From an optimization exercise on the open Yosys and OpenROAD flow, aimed at small area; shortcuts taken in it are not production practice. Function was checked by simulation only, so behaviour that the tests miss may differ from the original. The clock port is modelled as an ideal driver, which makes a skipped or thinned clock tree look cheaper than it is; a real chip needs a root buffer or a tree. Power and IR drop assume default switching activity.

## digitalAssign
module digitalAssign(clk, rst, rst_n, a, b, c, d, e, indicator, HEX, door,
                     status1, status2, status3, status4, status5,
                     i1, i2, i3, i4, i5, led);
input clk, rst, rst_n, a, b, c, d, e, i1, i2, i3, i4, i5;
output reg [7:0] indicator;
output reg door;
output reg [6:0] HEX;
output reg [6:0] status1, status2, status3, status4, status5;
output reg [17:0] led;
localparam [2:0] IDLE = 3'd0;
localparam [2:0] VAL = 3'd1;
localparam [2:0] DENIED = 3'd2;
localparam [2:0] GRANTED = 3'd3;
localparam [2:0] OPEN = 3'd5;
localparam [2:0] CLOSE = 3'd4;
reg  [11:0] div;
wire div_fb  = div[11] ^ (div[0] | div[9]);
wire div_hit = div[11] & ~div[10] & ~div[9] & div[8] & div[6] & ~div[5] & div[4] & ~div[3] & div[2] & div[1];
always @(posedge clk or negedge rst)
    if (!rst) div <= 12'b000001100100;
    else      div <= {div[10:0], div_fb | div_hit};
reg [2:0] state, next_state;
always @(*) begin
    case (state)
    IDLE:    next_state = a ? VAL : IDLE;
    VAL:     next_state = b ? (({i1,i2,i3,i4,i5} == 5'b11010) ? GRANTED : DENIED) : VAL;
    DENIED:  next_state = DENIED;
    GRANTED: next_state = c ? OPEN : GRANTED;
    OPEN:    next_state = d ? CLOSE : OPEN;
    CLOSE:   next_state = e ? IDLE : CLOSE;
    default: next_state = state;
    endcase
end
always @(posedge clk or negedge rst)
    if (!rst)         state <= IDLE;
    else if (div_hit) state <= next_state;
reg  [11:0] pre;
wire pre_fb  = pre[11] ^ (pre[3] | pre[6]);
wire pre_hit = pre[10] & ~pre[9] & ~pre[8] & ~pre[6] & ~pre[5] & pre[4] & ~pre[2] & pre[1] & ~pre[0];
reg  [3:0] k, k_next;
always @(*) begin
    case (k)
    4'd0: k_next = 4'd1;
    4'd1: k_next = 4'd2;
    4'd2: k_next = 4'd3;
    4'd3: k_next = 4'd4;
    4'd4: k_next = 4'd5;
    4'd5: k_next = 4'd6;
    4'd6: k_next = 4'd7;
    4'd7: k_next = 4'd8;
    4'd8: k_next = 4'd9;
    4'd9: k_next = 4'd9;
    default: k_next = k;
    endcase
end
always @(posedge clk or negedge rst_n)
    if (!rst_n) begin
        pre <= 12'b100100100100;
        k   <= 4'd0;
    end else begin
        pre <= {pre[10:0], pre_fb & ~pre_hit};
        if (pre_hit) k <= k_next;
    end
reg [8:0] lo;
always @(*) begin
  ...
==> flow/config.mk <==
export PLATFORM = sky130hd
export DESIGN_NAME = digitalAssign
export DESIGN_NICKNAME = digitalAssign
export VERILOG_FILES = /design/flow/design.v
export SDC_FILE = /design/flow/constraint.sdc
export NUM_CORES = 4
export LEC_CHECK = 0
export CAP_MARGIN = 20
export CORE_MARGIN = 2
export CORE_UTILIZATION = 40
export SLEW_MARGIN = 20
==> flow/constraint.sdc <==
create_clock -name core_clock -period 10.0 [get_ports {clk}]
set_input_delay 2.0000 -clock core_clock [delete_from_list [all_inputs] [get_ports {clk}]]
set_output_delay 2.0000 -clock core_clock [all_outputs]
set_load 0.01 [all_outputs]
standard.sh (not shown) runs the stock make flow with config.mk's settings and CLKGATE_MAP_FILE= SYNTH_SCRIPT=/design/flow/synth_recipe.tcl, a recipe that flattens the netlist after the stock synthesis.
==> flow/flow/run.sh <==
#!/bin/bash
# Own layout flow: the standard ORFS layout with these changes:
#  - synthesis is the standard flow's own (synth_recipe.tcl), but ABC maps the
#    combinational logic with an area-oriented script (flow/area.abc);
#  - combinational cells are then set to their smallest drive strength
#    (the resizer upsizes again wherever timing or slew needs it);
#  - the smallest buffer (buf_1) is the port buffer;
#  - the clock tree is a single clock buffer driving every register
#    (flow/my_cts.tcl in place of ORFS's CTS step).
set -euo pipefail
W=$(pwd)
export FLOW_ABC_SCRIPT=$W/flow/area.abc
export FLOW_SYNTH_TCL=$W/synth_recipe.tcl
export FLOW_CLOCK_PORT=clk
export FLOW_CLOCK_BUF=sky130_fd_sc_hd__clkbuf_16
export FLOW_CLOCK_NBUF=1
sed "s#SYNTH_SCRIPT=[^ ]*#SYNTH_SCRIPT=$W/flow/synth_abc.tcl#" standard.sh > flow_standard.sh
sed "s#\"\${@:-finish}\"#RUN_SCRIPT=$W/flow/my_cts.tcl RUN_LOG_NAME_STEM=4_1_cts run#" flow_standard.sh > flow_cts.sh
export BUFFER_PORTS_ARGS="-buffer_cell sky130_fd_sc_hd__buf_1"
export RECOVER_POWER=100

bash flow_standard.sh synth > synth.log 2>&1
NET=orfs/results/$FLOW_PLATFORM/digitalAssign/base/1_2_yosys.v
cp $NET synth_netlist_orig.log
bash flow/downsize.sh $NET "$FLOW_HOME/platforms/$FLOW_PLATFORM/lib/sky130_fd_sc_hd__tt_025C_1v80.lib" > downsize.log 2>&1
touch $NET
bash flow_standard.sh place > place.log 2>&1
bash flow_cts.sh > cts.log 2>&1
bash flow_standard.sh > layout.log 2>&1
==> flow/flow/area.abc <==
&get -n
&st
&deepsyn -T 30
&dch -f
&nf -p -R 1000
&put
topo
==> flow/flow/my_cts.tcl <==
# Clock tree of FLOW_CLOCK_NBUF clock buffers (FLOW_CLOCK_BUF) in parallel:
# the clock port drives each buffer, and each buffer drives the clock pins of
# one group of registers (groups split by x position). Replaces ORFS's CTS
# step; otherwise follows cts.tcl (timing repair, detailed placement, outputs).
utl::set_metrics_stage "cts__{}"
source $::env(SCRIPTS_DIR)/load.tcl
erase_non_stage_variables cts
load_design 3_place.odb 3_place.sdc

set block [ord::get_db_block]
set clk_net [$block findNet $::env(FLOW_CLOCK_PORT)]
set master [[ord::get_db] findMaster $::env(FLOW_CLOCK_BUF)]
set nbuf $::env(FLOW_CLOCK_NBUF)
set sinks {}
foreach it [$clk_net getITerms] {
  set loc [[$it getInst] getLocation]
  lappend sinks [list [lindex $loc 0] [lindex $loc 1] $it]
}
set sinks [lsort -integer -index 0 $sinks]
set n [llength $sinks]
puts "clock port drives $n pins; splitting them over $nbuf buffers"
for { set b 0 } { $b < $nbuf } { incr b } {
  set lo [expr { ($b * $n) / $nbuf }]
  set hi [expr { (($b + 1) * $n) / $nbuf - 1 }]
  set inst [odb::dbInst_create $block $master clkbuf_root_$b]
  set leaf [odb::dbNet_create $block clknet_root_$b]
  $leaf setSigType CLOCK
  set sx 0; set sy 0; set m 0
  foreach s [lrange $sinks $lo $hi] {
    set it [lindex $s 2]
    set sx [expr { $sx + [lindex $s 0] }]; set sy [expr { $sy + [lindex $s 1] }]; incr m
    $it disconnect
    $it connect $leaf
  }
  puts "clock buffer $b drives $m pins"
  [$inst findITerm A] connect $clk_net
  [$inst findITerm X] connect $leaf
  $inst setLocation [expr { $sx / $m }] [expr { $sy / $m }]
  $inst setPlacementStatus PLACED
}

set_dont_use $::env(DONT_USE_CELLS)
set_propagated_clock [all_clocks]
estimate_parasitics -placement
set_placement_padding -global \
  -left $::env(CELL_PAD_IN_SITES_DETAIL_PLACEMENT) \
  -right $::env(CELL_PAD_IN_SITES_DETAIL_PLACEMENT)
detailed_placement
estimate_parasitics -placement
repair_timing_helper
detailed_placement
check_placement -verbose
report_clock_min_period
report_checks -path_delay min_max
report_check_types -max_slew -max_capacitance
report_clock_skew
orfs_write_db $::env(RESULTS_DIR)/4_1_cts.odb
orfs_write_db $::env(RESULTS_DIR)/4_cts.odb
orfs_write_sdc $::env(RESULTS_DIR)/4_cts.sdc
Other scripts of this flow, unchanged in this note and not shown: flow/flow/downsize.sh, flow/flow/synth_abc.tcl
Edit:
--- a/flow/flow/run.sh
+++ b/flow/flow/run.sh
@@ -7,3 +7,4 @@
 #  - the smallest buffer (buf_1) is the port buffer;
-#  - the clock tree is a single clock buffer driving every register
+#  - the clock tree is three clock buffers in parallel, each driving a third
+#    of the registers
 #    (flow/my_cts.tcl in place of ORFS's CTS step).
@@ -14,4 +15,4 @@
 export FLOW_CLOCK_PORT=clk
-export FLOW_CLOCK_BUF=sky130_fd_sc_hd__clkbuf_16
-export FLOW_CLOCK_NBUF=1
+export FLOW_CLOCK_BUF=sky130_fd_sc_hd__clkbuf_4
+export FLOW_CLOCK_NBUF=3
 sed "s#SYNTH_SCRIPT=[^ ]*#SYNTH_SCRIPT=$W/flow/synth_abc.tcl#" standard.sh > flow_standard.sh
==> flow/flow/area.abc (replaced) <==
&get -n
&st
&deepsyn -I 1 -J 100
&dch -f
&nf -p -R 1000
&put
topo
Final area rose by 1.9%.
Synthesized cell count rose by 5.5%.
Area after synthesis is higher by about 2.2%.
Wire length rises by 2.1%.
Flip-flop and latch count stays the same.
Hold slack stays flat.
Clock skew increases by 5.1 ps.
Via count is higher by 5.9%.
Total power decreases by about 2%.
Maximum frequency grows by 1.6%.
Register-to-register slack gets better by 170 ps.
Edit:
--- a/flow/flow/run.sh
+++ b/flow/flow/run.sh
@@ -7,2 +7,3 @@
 #  - the smallest buffer (buf_1) is the port buffer;
+#  - constant outputs share one tie cell per value;
 #  - the clock tree is three clock buffers in parallel, each driving a third
@@ -21,2 +22,4 @@
 export RECOVER_POWER=100
+# one tie cell per constant value instead of one per constant output port
+export SKIP_REPAIR_TIE_FANOUT=1
 
What happened: Routed wire length goes up by a few percent. Cell area came out lower by a few percent. Worst setup slack improves by 5.1 ps.
Edit:
--- a/flow/flow/run.sh
+++ b/flow/flow/run.sh
@@ -7,5 +7,3 @@
 #  - the smallest buffer (buf_1) is the port buffer;
-#  - constant outputs share one tie cell per value;
-#  - the clock tree is three clock buffers in parallel, each driving a third
-#    of the registers
+#  - the clock tree is a single clock buffer driving every register
 #    (flow/my_cts.tcl in place of ORFS's CTS step).
@@ -22,4 +20,2 @@
 export RECOVER_POWER=100
-# one tie cell per constant value instead of one per constant output port
-export SKIP_REPAIR_TIE_FANOUT=1
 
==> flow/flow/area.abc (replaced) <==
&get -n
&st
&deepsyn -T 30
&dch -f
&nf -p -R 1000
&put
topo
After rerunning:
- cell count is lower slightly
- clock skew barely changes
- setup slack loses 74 ps
- first-iteration DRC count is lower by well over a third
No run of this note takes its clock network from TritonCTS; it comes from the design's own scripts or RTL.

* * *

Setup of alpha:
digitalAssign again, from the RTL that the note above started with.
Settings: LEC_CHECK=0, CAP_MARGIN=20, CORE_MARGIN=2, CORE_UTILIZATION=40, SLEW_MARGIN=20; clock period 10.0 ns.
==> flow/flow/run.sh <==
#!/bin/bash
# Own layout flow: the standard synthesis and ORFS layout, with
#  - combinational cells from synthesis set to their smallest drive strength
#    (the resizer upsizes again wherever timing or slew needs it),
#  - the smallest buffer (buf_1) as the port buffer,
#  - a clock tree of small clock buffers without dummy loads.
set -euo pipefail
export BUFFER_PORTS_ARGS="-buffer_cell sky130_fd_sc_hd__buf_1"
export CTS_ARGS="-repair_clock_nets -dont_use_dummy_load -buf_list sky130_fd_sc_hd__clkbuf_8 -root_buf sky130_fd_sc_hd__clkbuf_8"
export RECOVER_POWER=100

bash standard.sh synth > synth.log 2>&1
NET=orfs/results/$FLOW_PLATFORM/digitalAssign/base/1_2_yosys.v
cp $NET synth_netlist_orig.log
bash flow/downsize.sh $NET "$FLOW_HOME/platforms/$FLOW_PLATFORM/lib/sky130_fd_sc_hd__tt_025C_1v80.lib" > downsize.log 2>&1
touch $NET
bash standard.sh > layout.log 2>&1
==> flow/flow/downsize.sh <==
#!/bin/bash
# Replace every combinational cell of the netlist $1 by the smallest-area
# member of its family (same function and pins, lower drive strength).
# Flip-flops keep their cell type.
set -euo pipefail
NET=$1; LIB=$2
# cell areas from the liberty file: "name area"
awk '/^[ \t]*cell[ \t]*\(/ { gsub(/.*cell[ \t]*\([ \t]*"?|"?[ \t]*\).*/, ""); c=$0 }
     /^[ \t]*area[ \t]*:/ && c != "" { a=$0; gsub(/.*:[ \t]*|[ \t;]*$/, "", a); print c, a; c="" }' "$LIB" > areas.txt
# smallest member of each family (name without the _N suffix)
awk '{ n=$1; f=n; sub(/_[0-9]+$/, "", f);
       if (!(f in best) || $2+0 < ba[f]) { best[f]=n; ba[f]=$2+0 } }
     END { for (f in best) print f, best[f] }' areas.txt > smallest.txt
cp "$NET" "$NET.in"
awk 'NR==FNR { sm[$1]=$2; next }
     {
       if (match($0, /^[ \t]*sky130_fd_sc_hd__[a-z0-9_]+[ \t]/)) {
         cell=substr($0, RSTART, RLENGTH); gsub(/[ \t]/, "", cell)
         fam=cell; sub(/_[0-9]+$/, "", fam)
         if (fam !~ /__(df|sdf|edf|sedf|dl|sdl|conb|tap|fill|decap)/ && (fam in sm) && sm[fam] != cell) {
           print "resize " cell " -> " sm[fam] > "/dev/stderr"
           sub(cell, sm[fam])
         }
       }
       print
     }' smallest.txt "$NET.in" > "$NET"
rm -f "$NET.in"
alpha finished every stage and its layout cleared the timing, DRC and antenna checks.
--- input diff alpha..beta ---
--- a/flow/flow/run.sh
+++ b/flow/flow/run.sh
@@ -8,3 +8,3 @@
 export BUFFER_PORTS_ARGS="-buffer_cell sky130_fd_sc_hd__buf_1"
-export CTS_ARGS="-repair_clock_nets -dont_use_dummy_load -buf_list sky130_fd_sc_hd__clkbuf_8 -root_buf sky130_fd_sc_hd__clkbuf_8"
+export CTS_ARGS="-sink_clustering_enable -repair_clock_nets -dont_use_dummy_load -buf_list ${CTS_BUFS:-sky130_fd_sc_hd__clkbuf_4}"
 export RECOVER_POWER=100
### Flow results
Summary of beta over alpha: later-pin clock latency in the skew report higher; share of total power in the clock network lower. Delta(setup slack, beta - alpha) < 0. Design area: alpha and beta compared, higher one is alpha. Against alpha, beta reports a time the worst path needs with I/O delays and setup that is higher. beta has completed all stages; timing, DRC and antenna checks passed.
[inputs] gamma vs beta
==> flow/flow/run.sh <==
#!/bin/bash
# Own layout flow: the standard ORFS layout with these changes:
#  - synthesis is the standard flow's own (synth_recipe.tcl), but ABC maps the
#    combinational logic with an area-oriented script (flow/area.abc);
#  - combinational cells are then set to their smallest drive strength
#    (the resizer upsizes again wherever timing or slew needs it);
#  - the smallest buffer (buf_1) is the port buffer;
#  - the clock tree uses small clock buffers and no dummy loads.
set -euo pipefail
W=$(pwd)
export FLOW_ABC_SCRIPT=$W/flow/area.abc
export FLOW_SYNTH_TCL=$W/synth_recipe.tcl
sed "s#SYNTH_SCRIPT=[^ ]*#SYNTH_SCRIPT=$W/flow/synth_abc.tcl#" standard.sh > flow_standard.sh
export BUFFER_PORTS_ARGS="-buffer_cell sky130_fd_sc_hd__buf_1"
export CTS_ARGS="-sink_clustering_enable -repair_clock_nets -dont_use_dummy_load -buf_list sky130_fd_sc_hd__clkbuf_4"
export RECOVER_POWER=100

bash flow_standard.sh synth > synth.log 2>&1
NET=orfs/results/$FLOW_PLATFORM/digitalAssign/base/1_2_yosys.v
cp $NET synth_netlist_orig.log
bash flow/downsize.sh $NET "$FLOW_HOME/platforms/$FLOW_PLATFORM/lib/sky130_fd_sc_hd__tt_025C_1v80.lib" > downsize.log 2>&1
touch $NET
bash flow_standard.sh > layout.log 2>&1
==> flow/flow/area.abc (new file) <==
&get -n
&st
&deepsyn -T 30
&dch -f
&nf -p -R 1000
&put
topo
==> flow/flow/synth_abc.tcl (new file) <==
# The standard synthesis (synth_recipe.tcl, unchanged), except that the
# combinational logic is mapped by ABC with the script in FLOW_ABC_SCRIPT
# (an area-oriented script) instead of ORFS's speed script. Registers are
# mapped by dfflibmap as in the standard synthesis and keep their names.
proc abc {args} {
  set i [lsearch -exact $args -script]
  if { $i >= 0 } {
    lset args [expr { $i + 1 }] $::env(FLOW_ABC_SCRIPT)
  }
  puts "abc with script $::env(FLOW_ABC_SCRIPT)"
  yosys abc {*}$args
}
source $::env(FLOW_SYNTH_TCL)
Compared with beta, in gamma minimum setup slack among reg-to-reg paths lower; cell area lower; power lower; worst-case setup margin in the final layout lower. Per the comparison of gamma with beta, share of the core filled with cells in the final layout has increased; die area has decreased; pin count of the biggest net entering global routing now smaller. HPWL after detailed placement (gamma over beta): decrease, about 9%. Taking beta as the reference, in gamma placed cell area has decreased, placed instance count has decreased.
Edits applied to the flow inputs when going from gamma to delta:
==> flow/flow/run.sh <==
#!/bin/bash
# Own layout flow: the standard synthesis and ORFS layout, with
#  - combinational cells from synthesis set to their smallest drive strength
#    (the resizer upsizes again wherever timing or slew needs it),
#  - the smallest buffer (buf_1) as the port buffer,
#  - a clock tree of small clock buffers without dummy loads.
set -euo pipefail
export BUFFER_PORTS_ARGS="-buffer_cell sky130_fd_sc_hd__buf_1"
export CTS_ARGS="-sink_clustering_enable -sink_clustering_size 40 -sink_clustering_max_diameter 400 -repair_clock_nets -dont_use_dummy_load -buf_list sky130_fd_sc_hd__clkbuf_4"
export RECOVER_POWER=100

bash standard.sh synth > synth.log 2>&1
NET=orfs/results/$FLOW_PLATFORM/digitalAssign/base/1_2_yosys.v
cp $NET synth_netlist_orig.log
bash flow/downsize.sh $NET "$FLOW_HOME/platforms/$FLOW_PLATFORM/lib/sky130_fd_sc_hd__tt_025C_1v80.lib" > downsize.log 2>&1
touch $NET
bash standard.sh > layout.log 2>&1
removed: flow/flow/area.abc
removed: flow/flow/synth_abc.tcl
==> comparison <==
~same clock network area share in delta and gamma. delta ends up with lower critical path depth than gamma does. Sequential share of layout area was higher in the run labelled gamma. Relative to gamma, the multi-input gate area in the final layout of delta is higher by about 23%. Average wire per standard cell delta for delta relative to gamma: 1.0 µm higher. Re core utilization of the finished layout: gamma was higher than delta. | total vias in the final route | delta vs gamma | 106 higher |. delta: total power 0.44% above gamma. Compared with gamma, delta shows a higher maximum clock frequency. Against gamma as the reference, delta delivers a lower non-clock buffering overhead in the final layout. Lower overall track demand over capacity in global routing was reported by gamma, not delta.

==> port drivers added, routing unchanged <==
How much do the figures lean on ideal ports? The routed layouts below were timed once more, with nothing changed but the port constraints.
Step 1 (the two cells are an assumption about what drives the block):
set clk [get_ports {clk}]
set_driving_cell -lib_cell sky130_fd_sc_hd__clkbuf_16 $clk
set_driving_cell -lib_cell sky130_fd_sc_hd__buf_2 [delete_from_list [all_inputs] $clk]
Step 2 times the ports against the registers' clock, not the clock port: input delays grow and output delays shrink by t, the midpoint of the rising clock arrivals with the driver on.
Three values: ideal, step 1, step 2; two values: the first two.
| run | t, ns | setup slack, ns | hold WS [ns] | worst setup path after step 2 | slew at the worst register clock pin (ns) |
|---|---|---|---|---|---|
| the first run of note 1 | 0.183 | 5.795 / 5.769 / 5.953 | 0.363 / 0.363 / 0.363 | register to output | 0.10 / 0.10 |
| the second run of note 1 | 0.189 | 5.860 / 5.827 / 6.016 | 0.362 / 0.362 / 0.362 | register to output | 0.10 / 0.10 |
| the third run of note 1 | 0.188 | 5.865 / 5.834 / 6.021 | 0.363 / 0.363 / 0.363 | register to output | 0.10 / 0.10 |
| the fourth run of note 1 | 0.184 | 5.791 / 5.762 / 5.946 | 0.360 / 0.360 / 0.360 | register to output | 0.10 / 0.10 |
| alpha | 0.288 | 6.028 / 6.007 / 6.296 | 0.348 / 0.348 / 0.348 | register to output | 0.06 / 0.06 |
| beta | 0.325 | 5.981 / 5.962 / 6.287 | 0.356 / 0.356 / 0.356 | register to output | 0.08 / 0.08 |
| gamma | 0.325 | 5.723 / 5.702 / 6.026 | 0.358 / 0.358 / 0.358 | register to output | 0.08 / 0.08 |
| delta | 0.325 | 5.981 / 5.962 / 6.287 | 0.356 / 0.356 / 0.356 | register to output | 0.08 / 0.08 |
After both steps every run listed still meets setup and hold.
